This design comes from an exercise in tuning for a short achievable clock period and few clock cycles on the open sky130 flow, not from production work. Only the layout flow was run in this run; the RTL was not checked for function there. Power figures rest on the tool's default switching activity, not on a simulated workload.

[flow/config.mk]
export PLATFORM = sky130hd
export DESIGN_NAME = riscv_forwarding_pipeline
export DESIGN_NICKNAME = riscv_forwarding_pipeline
export VERILOG_FILES = /design/flow/design.v
export SDC_FILE = /design/flow/constraint.sdc
export NUM_CORES = 4
export LEC_CHECK = 0
export CAP_MARGIN = 20
export CORE_MARGIN = 2
export CORE_UTILIZATION = 40
export SETUP_SLACK_MARGIN = 4.4
export SLEW_MARGIN = 20
[flow/constraint.sdc]
create_clock -name core_clock -period 7.0 [get_ports {clk}]
set_input_delay 1.4000 -clock core_clock [delete_from_list [all_inputs] [get_ports {clk}]]
set_output_delay 1.4000 -clock core_clock [all_outputs]
set_load 0.01 [all_outputs]
[flow/design.v]
localparam[3:0] ALUOP_AND = 4'b0000;
localparam[3:0] ALUOP_OR = 4'b0001;
localparam[3:0] ALUOP_ADD = 4'b0010;
localparam[3:0] ALUOP_SUB = 4'b0011;
localparam[3:0] ALUOP_LT = 4'b0111;
localparam[3:0] ALUOP_XOR = 4'b1101;
`timescale 1 ns / 1 ps
module ks_add #(parameter W = 32, parameter L = 5) (a, b, cin, s);   
    input  [W-1:0] a, b;
    input          cin;
    output [W-1:0] s;
    logic [W-1:0] g [0:L];
    logic [W-1:0] p [0:L];
    logic [W-1:0] x, c;
    always_comb begin
        g[0] = a & b;
        p[0] = a | b;
        g[0][0] = (a[0] & b[0]) | ((a[0] | b[0]) & cin);
        for (int l = 0; l < L; l++) begin
            for (int i = 0; i < W; i++) begin
                if (i >= (1 << l)) begin
                    g[l+1][i] = g[l][i] | (p[l][i] & g[l][i - (1 << l)]);
                    p[l+1][i] = p[l][i] & p[l][i - (1 << l)];
                end else begin
                    g[l+1][i] = g[l][i];
                    p[l+1][i] = p[l][i];
                end
            end
        end
    end
    assign x = a ^ b;
    assign c = {g[L][W-2:0], cin};
    assign s = x ^ c;
endmodule
module alu(op1, op2, lop1, lop2, op_add, op_sub, op_and, op_or, op_xor, op_slt, sum, result);
    input  [31:0] op1, op2;          
    input  [31:0] lop1, lop2;        
    input         op_add, op_sub, op_and, op_or, op_xor, op_slt;
    output [31:0] sum;
    output [31:0] result;
    logic [31:0] diff;
    logic        lt;
    ks_add #(32) add_u(.a(op1), .b(op2),  .cin(1'b0), .s(sum));
    ks_add #(32) sub_u(.a(op1), .b(~op2), .cin(1'b1), .s(diff));
    assign lt = (op1[31] ^ op2[31]) ? op1[31] : diff[31];
    assign result = ({32{op_add}} & sum)
                  | ({32{op_sub}} & diff)
                  | ({32{op_and}} & (lop1 & lop2))
                  | ({32{op_or}}  & (lop1 | lop2))
                  | ({32{op_xor}} & (lop1 ^ lop2))
                  | ({31'b0, op_slt & lt});
endmodule
`timescale 1 ns / 1 ps
module regfile(clk, regAddrA, regAddrB, regAddrWrite, regWriteData, regWrite, regReadDataA, regReadDataB);
    input clk, regWrite;
    input [4:0] regAddrA, regAddrB, regAddrWrite;
    input [31:0] regWriteData;
    output logic [31:0] regReadDataA, regReadDataB;
    logic [31:0] register[31:1];
    always_ff@(posedge clk) begin
        if (regWrite && regAddrWrite != 5'd0)
            register[regAddrWrite] <= regWriteData;
    end
    assign regReadDataA = (regAddrA == 5'd0) ? 32'h0 : register[regAddrA];
    assign regReadDataB = (regAddrB == 5'd0) ? 32'h0 : register[regAddrB];
endmodule
`timescale 1 ns / 1 ps
module riscv_forwarding_pipeline #(parameter INITIAL_PC = 32'h00400000)
(clk, rst, instruction, dReadData, PC, iMemRead, dAddress, dWriteData, MemRead, MemWrite);
    input wire logic clk, rst;
    input wire logic [31:0] instruction, dReadData;
    output logic iMemRead, MemRead, MemWrite;
    output logic [31:0] PC, dAddress, dWriteData;
    localparam [6:0] BRANCH_OPCODE = 7'b1100011;
    localparam [6:0] R_TYPE_OPCODE = 7'b0110011;
    localparam [6:0] LOAD_OPCODE   = 7'b0000011;
    localparam [6:0] IMM_OPCODE    = 7'b0010011;
    localparam [6:0] STORE_OPCODE  = 7'b0100011;
    localparam BTB_N    = 4;                  
    localparam TAG_HI   = 11;                 
    localparam TAG_LO   = 2;
    logic [31:0] pc_f;
    logic        stall, stall2;               
    logic [BTB_N-1:0] btb_v;
    logic [TAG_HI:TAG_LO] btb_tag [BTB_N];
    logic [31:0] btb_tgt  [BTB_N];
    logic [31:0] btb_word [BTB_N];
    logic [31:TAG_HI+1] btb_hi [BTB_N];      
    logic [1:0]  btb_ptr;                     
    logic        bw_en;
    logic [TAG_HI:TAG_LO] bw_tag;
    logic [31:0] bw_tgt, bw_word;
    logic [31:TAG_HI+1] bw_hi;
    logic [31:0] pc_d;
    logic [31:13] pc_d_hi_p1, pc_d_hi_m1;     
    logic        d_valid;
    logic        d_pred;                      
    logic [BTB_N-1:0] d_hitv;                 
    logic [31:0] d_pred_word;                 
    logic [31:TAG_HI+1] d_pred_hi;            
    logic [31:0] ex_a, ex_b, ex_sd;           
    logic [31:0] ex_tgt;                      
    logic [31:0] ex_pc;                       
    logic [BTB_N-1:0] ex_hitv;
    logic        ex_add, ex_sub, ex_and, ex_or, ex_xor, ex_slt;
    logic        ex_cbr, ex_fix, ex_ld, ex_st, ex_wr, ex_go;
    logic        ex_cbr_r, ex_fix_r, ex_ld_r, ex_st_r, ex_wr_r, ex_kill;
    logic [4:0]  ex_rd;
    logic        la0, la1, lb0, lb1, ls0, ls1;
    logic [31:0] mem_res, dq_addr, dq_wdata;
    logic        mem_ld, mem_st, mem_wr;
    logic [4:0]  mem_rd;
    logic [31:0] wb_res;
    logic        wb_ld, wb_wr;
    logic [4:0]  wb_rd;
    logic [31:0] wb_data;
    assign wb_data = wb_ld ? dReadData : wb_res;
    logic [31:0] opf_a, opf_b, opf_sd, ex_sum, ex_result;
    logic        ex_taken, ex_redirect;
    assign opf_a  = la0 ? dReadData : ex_a;
    assign opf_b  = lb0 ? dReadData : ex_b;
    assign opf_sd = ls0 ? dReadData : fe_s ? mem_res : ex_sd;
    alu my_alu(.op1(ex_a), .op2(ex_b), .lop1(opf_a), .lop2(opf_b),
               .op_add(ex_add), .op_sub(ex_sub), .op_and(ex_and),
               .op_or(ex_or), .op_xor(ex_xor), .op_slt(ex_slt),
               .sum(ex_sum), .result(ex_result));
    assign ex_cbr = ex_cbr_r && !ex_kill;
    assign ex_fix = ex_fix_r && !ex_kill;
    assign ex_ld  = ex_ld_r  && !ex_kill;
    assign ex_st  = ex_st_r  && !ex_kill;
    assign ex_wr  = ex_wr_r  && !ex_kill;
    assign ex_taken    = ex_cbr && (ex_a == ex_b);
    assign ex_redirect = ex_go && (ex_taken || ex_fix);
    logic [6:0]  d_op;
    logic [2:0]  d_f3;
    logic [4:0]  d_rs1, d_rs2, d_rd;
    logic        d_is_r, d_is_i, d_is_ld, d_is_st, d_is_br, d_dk, d_logic;
    logic        d_use1, d_use2, d_wr, d_alusrc, d_slow1, d_slow2;
    logic [31:0] d_iimm, d_simm, d_imm, d_tgt;
    logic [12:0] d_boff;
    logic [13:0] d_tgt_lo;
    logic [31:0] rf_a, rf_b;
    logic        d_add, d_sub, d_and, d_or, d_xor, d_slt;
    assign d_op  = instruction[6:0];
    assign d_f3  = instruction[14:12];
    assign d_rd  = instruction[11:7];
    assign d_rs1 = instruction[19:15];
    assign d_rs2 = instruction[24:20];
    assign d_is_r  = (d_op == R_TYPE_OPCODE);
    assign d_is_i  = (d_op == IMM_OPCODE);
    assign d_is_ld = (d_op == LOAD_OPCODE);
    assign d_is_st = (d_op == STORE_OPCODE);
    assign d_is_br = (d_op == BRANCH_OPCODE);
    assign d_dk    = d_is_br && (d_rs1 == d_rs2);        
    assign d_logic = (d_is_r || d_is_i) && (d_f3 == 3'b100 || d_f3 == 3'b110 || d_f3 == 3'b111);
    assign d_use1   = d_is_r || d_is_i || d_is_ld || d_is_st || (d_is_br && !d_dk);
    assign d_use2   = d_is_r || d_is_st || (d_is_br && !d_dk);
    assign d_wr     = (d_is_r || d_is_i || d_is_ld) && (d_rd != 5'd0);
    assign d_alusrc = d_is_i || d_is_ld || d_is_st;
    assign d_slow1  = d_use1 && !d_logic;
    assign d_slow2  = (d_is_r && !d_logic) || (d_is_br && !d_dk);
    assign d_iimm = {{20{instruction[31]}}, instruction[31:20]};
    assign d_simm = {{20{instruction[31]}}, instruction[31:25], instruction[11:7]};
    assign d_imm  = d_is_st ? d_simm : d_iimm;
    assign d_boff = {instruction[31], instruction[7], instruction[30:25], instruction[11:8], 1'b0};
    ks_add #(14, 4) tgt_add(.a({1'b0, pc_d[12:0]}), .b({1'b0, d_boff}), .cin(1'b0), .s(d_tgt_lo));
    always_comb begin
        d_tgt[12:0] = d_tgt_lo[12:0];
        case ({instruction[31], d_tgt_lo[13]})
            2'b01:   d_tgt[31:13] = pc_d_hi_p1;
            2'b10:   d_tgt[31:13] = pc_d_hi_m1;
            default: d_tgt[31:13] = pc_d[31:13];
        endcase
    end
    always_comb begin
        d_add = 1'b0; d_sub = 1'b0; d_and = 1'b0; d_or = 1'b0; d_xor = 1'b0; d_slt = 1'b0;
        if (d_is_r || d_is_i) begin
            case (d_f3)
                3'b111: d_and = 1'b1;
                3'b110: d_or  = 1'b1;
                3'b100: d_xor = 1'b1;
                3'b010: d_slt = 1'b1;
                3'b000: if (d_is_r && instruction[31:25] == 7'b0100000) d_sub = 1'b1; else d_add = 1'b1;
                default: d_add = 1'b1;
            endcase
        end else
            d_add = 1'b1;
    end
    regfile my_regfile(.clk(clk), .regAddrA(d_rs1), .regAddrB(d_rs2), .regAddrWrite(wb_rd),
                       .regWriteData(wb_data), .regWrite(wb_wr), .regReadDataA(rf_a), .regReadDataB(rf_b));
    logic e1a, e1b, m2a, m2b, sh_m, sh_w;
    assign e1a = ex_wr && (ex_rd == d_rs1);
    assign e1b = ex_wr && (ex_rd == d_rs2);
    assign m2a = mem_wr && !sh_m && (mem_rd == d_rs1);
    assign m2b = mem_wr && !sh_m && (mem_rd == d_rs2);
    logic        w3a, w3b, rfa, rfb;
    assign w3a = wb_wr && !sh_w && (wb_rd == d_rs1);
    assign w3b = wb_wr && !sh_w && (wb_rd == d_rs2);
    assign rfa = !(e1a || m2a || w3a);
    assign rfb = !(e1b || m2b || w3b);
    logic mem_zero, wb_zero, d_zt;
    assign mem_zero = (mem_res == 32'h0);
    assign d_zt = d_is_br && (d_rs2 == 5'd0) &&
                  ((m2a && !mem_ld && mem_zero) || (w3a && !wb_ld && wb_zero));
    logic d_adv, d_redirect, d_mismatch;
    assign d_adv      = d_valid && !stall;
    assign d_redirect = d_adv && !d_pred && (d_dk || d_zt);
    assign d_mismatch = d_pred && (instruction != d_pred_word || pc_d[31:TAG_HI+1] != d_pred_hi);
    logic haz_one, haz_two;
    assign haz_two = ex_ld && ((e1a && d_slow1) || (e1b && d_slow2));
    assign haz_one = ex_ld && ((e1a && d_use1) || (e1b && d_use2)) ||
                     mem_ld && ((m2a && d_slow1) || (m2b && d_slow2));
    logic [BTB_N-1:0] f_hitv;
    logic             btb_hit, d_redir_raw;
    logic [31:0]      btb_t, btb_w, pc_seq;
    logic [31:TAG_HI+1] btb_h;
    always_comb begin
        btb_t = 32'h0;
        btb_w = 32'h0;
        btb_h = '0;
        for (int i = 0; i < BTB_N; i++) begin
            f_hitv[i] = btb_v[i] && (btb_tag[i] == pc_f[TAG_HI:TAG_LO]);
            btb_t = btb_t | ({32{f_hitv[i]}} & btb_tgt[i]);
            btb_w = btb_w | ({32{f_hitv[i]}} & btb_word[i]);
            btb_h = btb_h | ({(31-TAG_HI){f_hitv[i]}} & btb_hi[i]);
        end
    end
    assign btb_hit = |f_hitv;
    assign d_redir_raw = d_valid && !d_pred && (d_dk || d_zt);
    logic        exr, dr;
    logic [31:0] ex_target, pc_hold_f, pc_hold_o;
    assign exr       = ex_redirect && !rst;
    assign dr        = d_redir_raw && !stall && !rst;
    assign ex_target = ex_fix ? ex_pc : ex_tgt;
    assign pc_seq    = btb_hit ? btb_t : pc_f + 32'd4;
    assign pc_hold_f = rst ? INITIAL_PC : stall ? pc_f : pc_seq;
    always_ff @(posedge clk)
        pc_f <= exr ? ex_target : dr ? d_tgt : pc_hold_f;
    logic [31:0] pc_out;
    assign pc_hold_o = rst ? INITIAL_PC : (stall && !stall2) ? pc_f : pc_seq;
    always_ff @(posedge clk)
        pc_out <= exr ? ex_target : dr ? d_tgt : pc_hold_o;
    always_ff @(posedge clk) begin
        if (rst)
            bw_en <= 1'b0;
        else
            bw_en <= d_redirect && d_dk;
        bw_tag  <= pc_d[TAG_HI:TAG_LO];
        bw_tgt  <= d_tgt;
        bw_word <= instruction;
        bw_hi   <= pc_d[31:TAG_HI+1];
    end
    always_ff @(posedge clk) begin
        if (rst) begin
            btb_v   <= '0;
            btb_ptr <= 2'd0;
        end else if (ex_redirect && ex_fix) begin
            btb_v   <= btb_v & ~ex_hitv;
        end else if (bw_en) begin
            btb_v[btb_ptr]    <= 1'b1;
            btb_tag[btb_ptr]  <= bw_tag;
            btb_tgt[btb_ptr]  <= bw_tgt;
            btb_word[btb_ptr] <= bw_word;
            btb_hi[btb_ptr]   <= bw_hi;
            btb_ptr           <= btb_ptr + 2'd1;
        end
    end
    always_ff @(posedge clk) begin
        if (rst) begin
            d_valid <= 1'b0;
            d_pred  <= 1'b0;
        end else if (!stall) begin
            d_valid <= !(ex_redirect || d_redirect);
            d_pred  <= btb_hit && !(ex_redirect || d_redirect);
            d_hitv  <= f_hitv;
        end
        if (!stall) begin
            pc_d        <= pc_f;
            pc_d_hi_p1  <= pc_f[31:13] + 19'd1;
            pc_d_hi_m1  <= pc_f[31:13] - 19'd1;
            d_pred_word <= btb_w;
            d_pred_hi   <= btb_h;
        end
    end
    always_ff @(posedge clk) begin
        if (stall) begin
            sh_m <= 1'b0;
            sh_w <= ex_wr && (ex_rd == mem_rd);
        end else begin
            sh_m <= d_adv && d_wr && ex_wr_r && (d_rd == ex_rd);
            sh_w <= (d_adv && d_wr && (d_rd == mem_rd)) || (ex_wr && (ex_rd == mem_rd));
        end
    end
    logic fetch_en;                           
    always_ff @(posedge clk) begin
        if (rst) begin
            stall    <= 1'b0;
            stall2   <= 1'b0;
            fetch_en <= 1'b1;
        end else begin
            stall    <= stall2 || (d_adv && (haz_one || haz_two));
            stall2   <= d_adv && haz_two;
            fetch_en <= !(stall2 || (d_adv && (haz_one || haz_two)));
        end
    end
    assign iMemRead = fetch_en;
    logic [31:0] hold_a, hold_b, hold_sd;         
    logic [31:0] oth_a, oth_b, oth_sd, oth_ha, oth_hb, oth_hs;
    logic        tk_a, tk_b;                          
    logic        fe_a, fe_b, fe_s;
    assign tk_a  = !stall && e1a;
    assign tk_b  = !stall && e1b && !d_alusrc;
    logic        ns, nsb, sm_a, sm_b, sm_s, sh_a, sh_b, sh_s;
    assign ns   = !stall;
    assign nsb  = !stall && !d_alusrc;
    assign sm_a = stall && !la0 && fe_a;                  
    assign sm_b = stall && !lb0 && fe_b;
    assign sm_s = stall && !ls0 && fe_s;
    assign sh_a = stall && !la0 && !fe_a;                 
    assign sh_b = stall && !lb0 && !fe_b;
    assign sh_s = stall && !ls0 && !fe_s;
    assign oth_a  = ({32{(ns && m2a) || sm_a}} & mem_res) | ({32{ns && w3a}} & wb_data) | ({32{ns && rfa}} & rf_a) |
                    ({32{stall && la0}} & dReadData) | ({32{sh_a}} & hold_a);
    assign oth_ha = ({32{(ns && m2a) || sm_a}} & mem_res) | ({32{ns && w3a}} & wb_data) | ({32{ns && rfa}} & rf_a) |
                    ({32{stall && la0}} & dReadData) | ({32{sh_a}} & ex_a);
    assign oth_b  = ({32{(nsb && m2b) || sm_b}} & mem_res) | ({32{nsb && w3b}} & wb_data) | ({32{nsb && rfb}} & rf_b) |
                    ({32{ns && d_alusrc}} & d_imm) |
                    ({32{stall && lb0}} & dReadData) | ({32{sh_b}} & hold_b);
    assign oth_hb = ({32{(nsb && m2b) || sm_b}} & mem_res) | ({32{nsb && w3b}} & wb_data) | ({32{nsb && rfb}} & rf_b) |
                    ({32{ns && d_alusrc}} & d_imm) |
                    ({32{stall && lb0}} & dReadData) | ({32{sh_b}} & ex_b);
    assign oth_sd = ({32{(ns && m2b) || sm_s}} & mem_res) | ({32{ns && w3b}} & wb_data) | ({32{ns && rfb}} & rf_b) |
                    ({32{stall && ls0}} & dReadData) | ({32{sh_s}} & hold_sd);
    assign oth_hs = ({32{(ns && m2b) || sm_s}} & mem_res) | ({32{ns && w3b}} & wb_data) | ({32{ns && rfb}} & rf_b) |
                    ({32{stall && ls0}} & dReadData) | ({32{sh_s}} & ex_sd);
    always_ff @(posedge clk) begin
        ex_a    <= tk_a ? ex_result : oth_a;
        ex_b    <= tk_b ? ex_result : oth_b;
        ex_sd   <= oth_sd;
        hold_a  <= oth_ha;
        hold_b  <= oth_hb;
        hold_sd <= oth_hs;
        fe_a    <= tk_a;
        fe_b    <= tk_b;
        fe_s    <= !stall && e1b;
    end
    always_ff @(posedge clk) begin
        if (rst) begin
            ex_cbr_r <= 1'b0; ex_fix_r <= 1'b0; ex_ld_r <= 1'b0; ex_st_r <= 1'b0; ex_wr_r <= 1'b0;
            ex_kill <= 1'b0;
            ex_go <= 1'b1;
            la0 <= 1'b0; la1 <= 1'b0; lb0 <= 1'b0; lb1 <= 1'b0; ls0 <= 1'b0; ls1 <= 1'b0;
        end else if (stall) begin
            la0 <= la1; la1 <= 1'b0;
            lb0 <= lb1; lb1 <= 1'b0;
            ls0 <= ls1; ls1 <= 1'b0;
            ex_go <= !stall2;
        end else begin
            la1 <= e1a && ex_ld;
            la0 <= m2a && mem_ld;
            lb1 <= !d_alusrc && e1b && ex_ld;
            lb0 <= !d_alusrc && m2b && mem_ld;
            ls1 <= e1b && ex_ld;
            ls0 <= m2b && mem_ld;
            ex_tgt     <= d_tgt;
            ex_pc      <= pc_d;
            ex_hitv    <= d_hitv;
            ex_rd      <= d_rd;
            ex_add <= d_add; ex_sub <= d_sub; ex_and <= d_and;
            ex_or  <= d_or;  ex_xor <= d_xor; ex_slt <= d_slt;
            ex_cbr_r <= d_adv && d_is_br && !d_dk && !d_zt;
            ex_fix_r <= d_adv && d_mismatch;
            ex_ld_r  <= d_adv && d_is_ld;
            ex_st_r  <= d_adv && d_is_st;
            ex_wr_r  <= d_adv && d_wr;
            ex_kill  <= ex_redirect;
            ex_go  <= !(d_adv && (haz_one || haz_two));
        end
    end
    always_ff @(posedge clk) begin
        if (rst || stall || ex_fix) begin
            mem_ld <= 1'b0; mem_st <= 1'b0; mem_wr <= 1'b0;
        end else begin
            mem_ld <= ex_ld;
            mem_st <= ex_st;
            mem_wr <= ex_wr;
        end
        mem_res <= ex_result;
        mem_rd  <= ex_rd;
        dq_addr  <= ex_sum;
        dq_wdata <= opf_sd;
    end
    assign MemRead    = mem_ld;
    assign MemWrite   = mem_st;
    assign dAddress   = dq_addr;
    assign dWriteData = dq_wdata;
    assign PC         = pc_out;
    always_ff @(posedge clk) begin
        if (rst) begin
            wb_ld <= 1'b0; wb_wr <= 1'b0;
        end else begin
            wb_ld <= mem_ld;
            wb_wr <= mem_wr;
        end
        wb_res <= mem_res;
        wb_zero <= mem_zero;
        wb_rd  <= mem_rd;
    end
endmodule
[flow/flow/run.sh]
#!/bin/bash
# Layout flow: the standard ORFS flow (standard.sh) with two changes:
#  - synthesis without ADDER_MAP_FILE, so Yosys does not extract full/half
#    adder cells and ABC maps the adders like the rest of the logic
#    (registers, their names and cell types are those of the standard
#    synthesis);
#  - the buffers that global placement puts on every input and output port
#    are buf_4 cells instead of the flow's default choice.
set -euo pipefail
bash standard.sh ADDER_MAP_FILE= "BUFFER_PORTS_ARGS=-buffer_cell sky130_fd_sc_hd__buf_4" finish > flow_make.log 2>&1
[flow/standard.sh]
#!/bin/bash
# synth_recipe.tcl (not shown) runs the flow's synth.tcl, then flattens the netlist and writes it again
# the make line also repeats each setting of config.mk as NAME=value (left out here)
make -C /OpenROAD-flow-scripts/flow DESIGN_CONFIG=/design/flow/config.mk WORK_HOME=/design/flow/orfs CLKGATE_MAP_FILE= SYNTH_SCRIPT=/design/flow/synth_recipe.tcl "${@:-finish}"
==> results by group <==
Worst setup path
  • R2R Setup Slk: 3.75 ns
  • Reg-to-Reg Start: ex_b[15]$_DFF_P_
  • RR Endpoint: pc_f[8]$_DFFE_PP_
  • Worst-path maximum fanout: 5
  • Data arrival, critical path: 3.87 ns
  • Kind of end point of the critical path: register
  • Critical Path RT: 7.62 ns
  • Kind of critical path: register to register
  • Crit start category: register
  • Cells on worst reg2reg path: 11

Global routing
  • Vias in the first global route: 60.9k
  • Total track usage: a little over a quarter
  • Initial antenna violation count: 13
  • Congestion Overflow GR: 0
  • First-pass GRT wire length: 452,000 µm
  • Pin count of the biggest net entering global routing: 96

Detailed routing
  • Routed vias: 63.6k
  • DR vias/cell: between 6 and 7
  • Routed Antenna Nets: 0
  • Routed len/inst: approximately 32 µm
  • Residual DRC: 0
  • Number of detailed-route iterations in the first pass: 7
  • First DRT Iteration DRCs: around 8.2k
  • Total wire length: 325,000 µm

CTS
  • CTS Sinks: about 2.1k
  • Worst skew pair latency: 0.88 ns
  • H-tree Lvls: 4
  • Maximum clock path buffer count: 3
  • Root Driver: clkbuf_16
  • Clock buffer count from CTS: between 200 and 250
  • Clock-pin slew on the worst setup and hold paths: 0.06 ns
  • CTS tree: done

Placed design
  • Detailed placement HPWL: 166,000 µm
  • I/O Buffers: 164
  • Placed cell count: 9,035
  • RePlAce Congestion: 0.870

Layout
  • Fillers: 18.4k
  • Area growth, synth to finish: 27.5%
  • Most common cell after layout, fill and taps aside: edfxtp_1
  • Fin nets: 6,884
  • Most frequent cells in the layout: edfxtp_1, mux4_2, buf_4, dfxtp_1, nand2_1
  • Seq. cell area: 58,300 µm²
  • Area of the multi-input gates: approximately 37,000 µm²
  • Fin util: 51.4%
  • Final cell count without fillers: around 10k
  • Layout cells sized above 1: 37.4%

Min path
  • Hold path start: d_hitv[0]$_DFFE_PP_
  • Hold Path Class: register to register
  • Hold Crit Depth: 0
  • Hold path endpoint: ex_hitv[0]$_DFFE_PP_

Floorplanning
  • CORE AREA: ~230,000 µm²
  • Die area: between 200,000 and 250,000 µm²
  • I/O pins: 165
  • Die W: 486 µm
  • Initial Utilization: 40.3%
  • # rows: 176
  • Die H: 486 µm

STA
  • Setup violations, final: 0
  • Slew headroom: 21.2%
  • Post-layout min period: 3.25 ns
  • Fin crit share: 46.5%
  • Final Skew: 0.0310 ns
  • Final Hold Vio Count: 0
  • RSZ-0062 raised after global routing: yes
  • Setup TNS: 0 ns
  • Max Slew Vio Count: 0
  • Worst-Margin Slew: 1.17 ns
  • Max Freq: slightly above 300 MHz

Synth
  • Top FF cell, synth: edfxtp_1
  • Yosys warns: 8
  • FF+latch count, synth: roughly 2.1k
  • Synthesized area: 92,800 µm²
  • Sequential-to-total area share from yosys stat: 62.5%
  • Post-synth EDFFs: 1,603
  • Cell variety after synth: 89
  • Syn Inst Count: between 6k and 7k
  • Syn nets: 6,262
  • Async SR Flop Fraction: 0%
  • Mean Syn Cell Area: between 10 and 15 µm²

Power and ir drop
  • Switching Power: 8220 µW
  • P per Cell Area: 263 nW/µm²
  • Switching portion of total power: 26.4%
  • Combinational power share: 16.3%
  • Static leakage: between 0.04 and 0.05 µW
  • Clock power share: 36.2%
  • Max rail drop VDD: around 0.00023 V
  • Reg power frac: 47.4%
  • Internal: 23,000 µW

Flow run
  • Total of max-cap violations: 0

Outcome
  • Outcome: complete, no violations
worst max-delay path, stage by stage (launching register included):
cell      delay [ns]
dfxtp_4         0.36
nor2b_4         0.12
or4_4           0.53
or3_4           0.39
or4_4           0.48
o21ai_4         0.16
buf_8           0.15
buf_12          0.12
nand2_8         0.10
buf_12          0.21
a211oi_4        0.31
a21oi_2         0.06
registers in the layout, indices dropped and copies added (netlist names), 40 cells and up:
signal	flops
btb_tag	40
btb_word	128
my_regfile.register	992
btb_tgt	128
btb_hi	80
Yosys cell counts, types with 46 or more instances:
| cell type | count | area share, % |
|---|---|---|
| a21oi_1 | 244 | 1.3 |
| edfxtp_1 | 1603 | 52 |
| dfxtp_1 | 492 | 11 |
| buf_1 | 87 | 0.35 |
| clkbuf_1 | 350 | 1.4 |
| mux2i_1 | 256 | 2.8 |
| a32oi_1 | 47 | 0.44 |
| xnor2_1 | 184 | 1.7 |
| a21o_1 | 120 | 0.97 |
| maj3_1 | 52 | 0.56 |
| mux4_2 | 576 | 14 |
| a22oi_1 | 180 | 1.5 |
| xor2_1 | 105 | 0.99 |
| a31oi_1 | 48 | 0.32 |
| nor3_1 | 51 | 0.28 |
| a211oi_1 | 57 | 0.46 |
| nor2b_1 | 53 | 0.36 |
| nand2_1 | 374 | 1.5 |
| nor2_1 | 278 | 1.1 |
| nand2b_1 | 46 | 0.31 |
| o21ai_0 | 184 | 0.99 |
| nand3_1 | 71 | 0.38 |
| inv_1 | 120 | 0.49 |
area by class of cell:
type | count | area share [%]
Timing Repair Buffer | 883 | 10.0
Multi-Input combinational cell | 3514 | 31.3
Tap cell | 3026 | 3.20
Antenna cell | 5 | 0.0106
Sequential cell | 2095 | 49.3
Clock buffer | 263 | 4.67
Inverter | 120 | 0.390
Clock inverter | 119 | 1.06
worst max-delay path by stage:
stage / endpoint / depth (start not counted) / slack [ns] / start
floorplan: btb_hi[3][0]$_DFFE_PP_ / 3 / 1.77 / rst
global placement: ex_b[28]$_DFF_P_ / 10 / 1.85 / instruction[21]
detailed placement: pc_f[23]$_DFFE_PP_ / 10 / 1.83 / instruction[2]
CTS: pc_f[2]$_DFFE_PP_ / 11 / 3.76 / ex_b[15]$_DFF_P_
global route: pc_f[8]$_DFFE_PP_ / 11 / 3.69 / ex_b[15]$_DFF_P_
finish: pc_f[8]$_DFFE_PP_ / 11 / 3.75 / ex_b[15]$_DFF_P_
metrics by stage:
stage / power, µW / area (µm²) / hold WS, ns / worst slack [ns]
3_3_place_gp: 18300 / 97500 / 0.403 / 1.85
3_5_place_dp: 18400 / 97600 / 0.409 / 1.83
4_1_cts: 30800 / 115000 / 0.424 / 3.76
5_1_grt: 32000 / 118000 / 0.437 / 3.69
6_report: 31200 / 118000 / 0.422 / 3.75
2_1_floorplan: 17000 / 93500 / 0.329 / 1.77
power groups by stage:
stage	clock (µW)	combinational (µW)	sequential [µW]
after floorplan	0	2240	14800
after global placement	0	3350	15000
after detailed placement	0	3410	15000
after CTS	11400	4620	14800
after global routing	11900	5330	14800
final	11300	5080	14800
kinds of logic (layout without fill, tap and decap cells):
| logic type | after synthesis | in the layout | share of synthesized area [%] |
|---|---|---|---|
| flops | 2095 | 2095 | 62.5 |
| mux | 871 | 871 | 17.2 |
| fa+ha+maj | 52 | 52 | 0.561 |
| simple gates | 1105 | 1109 | 5.69 |
| buf+inv | 593 | 1385 | 2.46 |
| xor+xnor | 289 | 289 | 2.73 |
| compound gates | 1191 | 1193 | 8.87 |
| other cells | 0 | 5 | 0 |
what timing repair did:
| action | 4_1_cts | 5_1_grt |
|---|---|---|
| buffers inserted | 344 | 143 |
| cloned | 103 | 13 |
| setup endpoints to repair | 909 | 877 |
| resized for setup | 1208 | 349 |
| pin swaps | 222 | 195 |
| hold buffers | 0 | 0 |
routing by layer:
| metal | share of wire [%] | routed length, µm | GRT usage, % | up-vias |
|---|---|---|---|---|
| met5 | 0 | 0 | 0 | - |
| met4 | 4.8 | 15700 | 11.0 | 0 |
| met3 | 10 | 34000 | 5.22 | 748 |
| met2 | 47 | 152000 | 42.3 | 3915 |
| met1 | 38 | 123000 | 36.0 | 33013 |
| li1 | - | - | - | 25937 |

==> what the ideal ports hide <==
Ports are ideal in the flow. The routed layout listed here was re-timed in OpenROAD.
Step 1: set_driving_cell puts a clkbuf_16 on clk and a buf_2 on each other input, an assumption about the parent block.
Step 2 times the ports against the registers' clock, not the clock port: input delays grow and output delays shrink by t, the midpoint of the rising clock arrivals with the driver on.
a / b / c = no drivers / after step 1 / after step 2; a / b = the first two.
shift t [ns]: 0.956
slack for setup (ns): 3.745 / 3.268 / 2.312
hold slack, ns: 0.422 / 0.422 / 0.422
After both steps setup and hold are still met in this run. For this run, drivers alone change the setup slack by -0.477 ns; drivers and shift together by -1.433 ns.
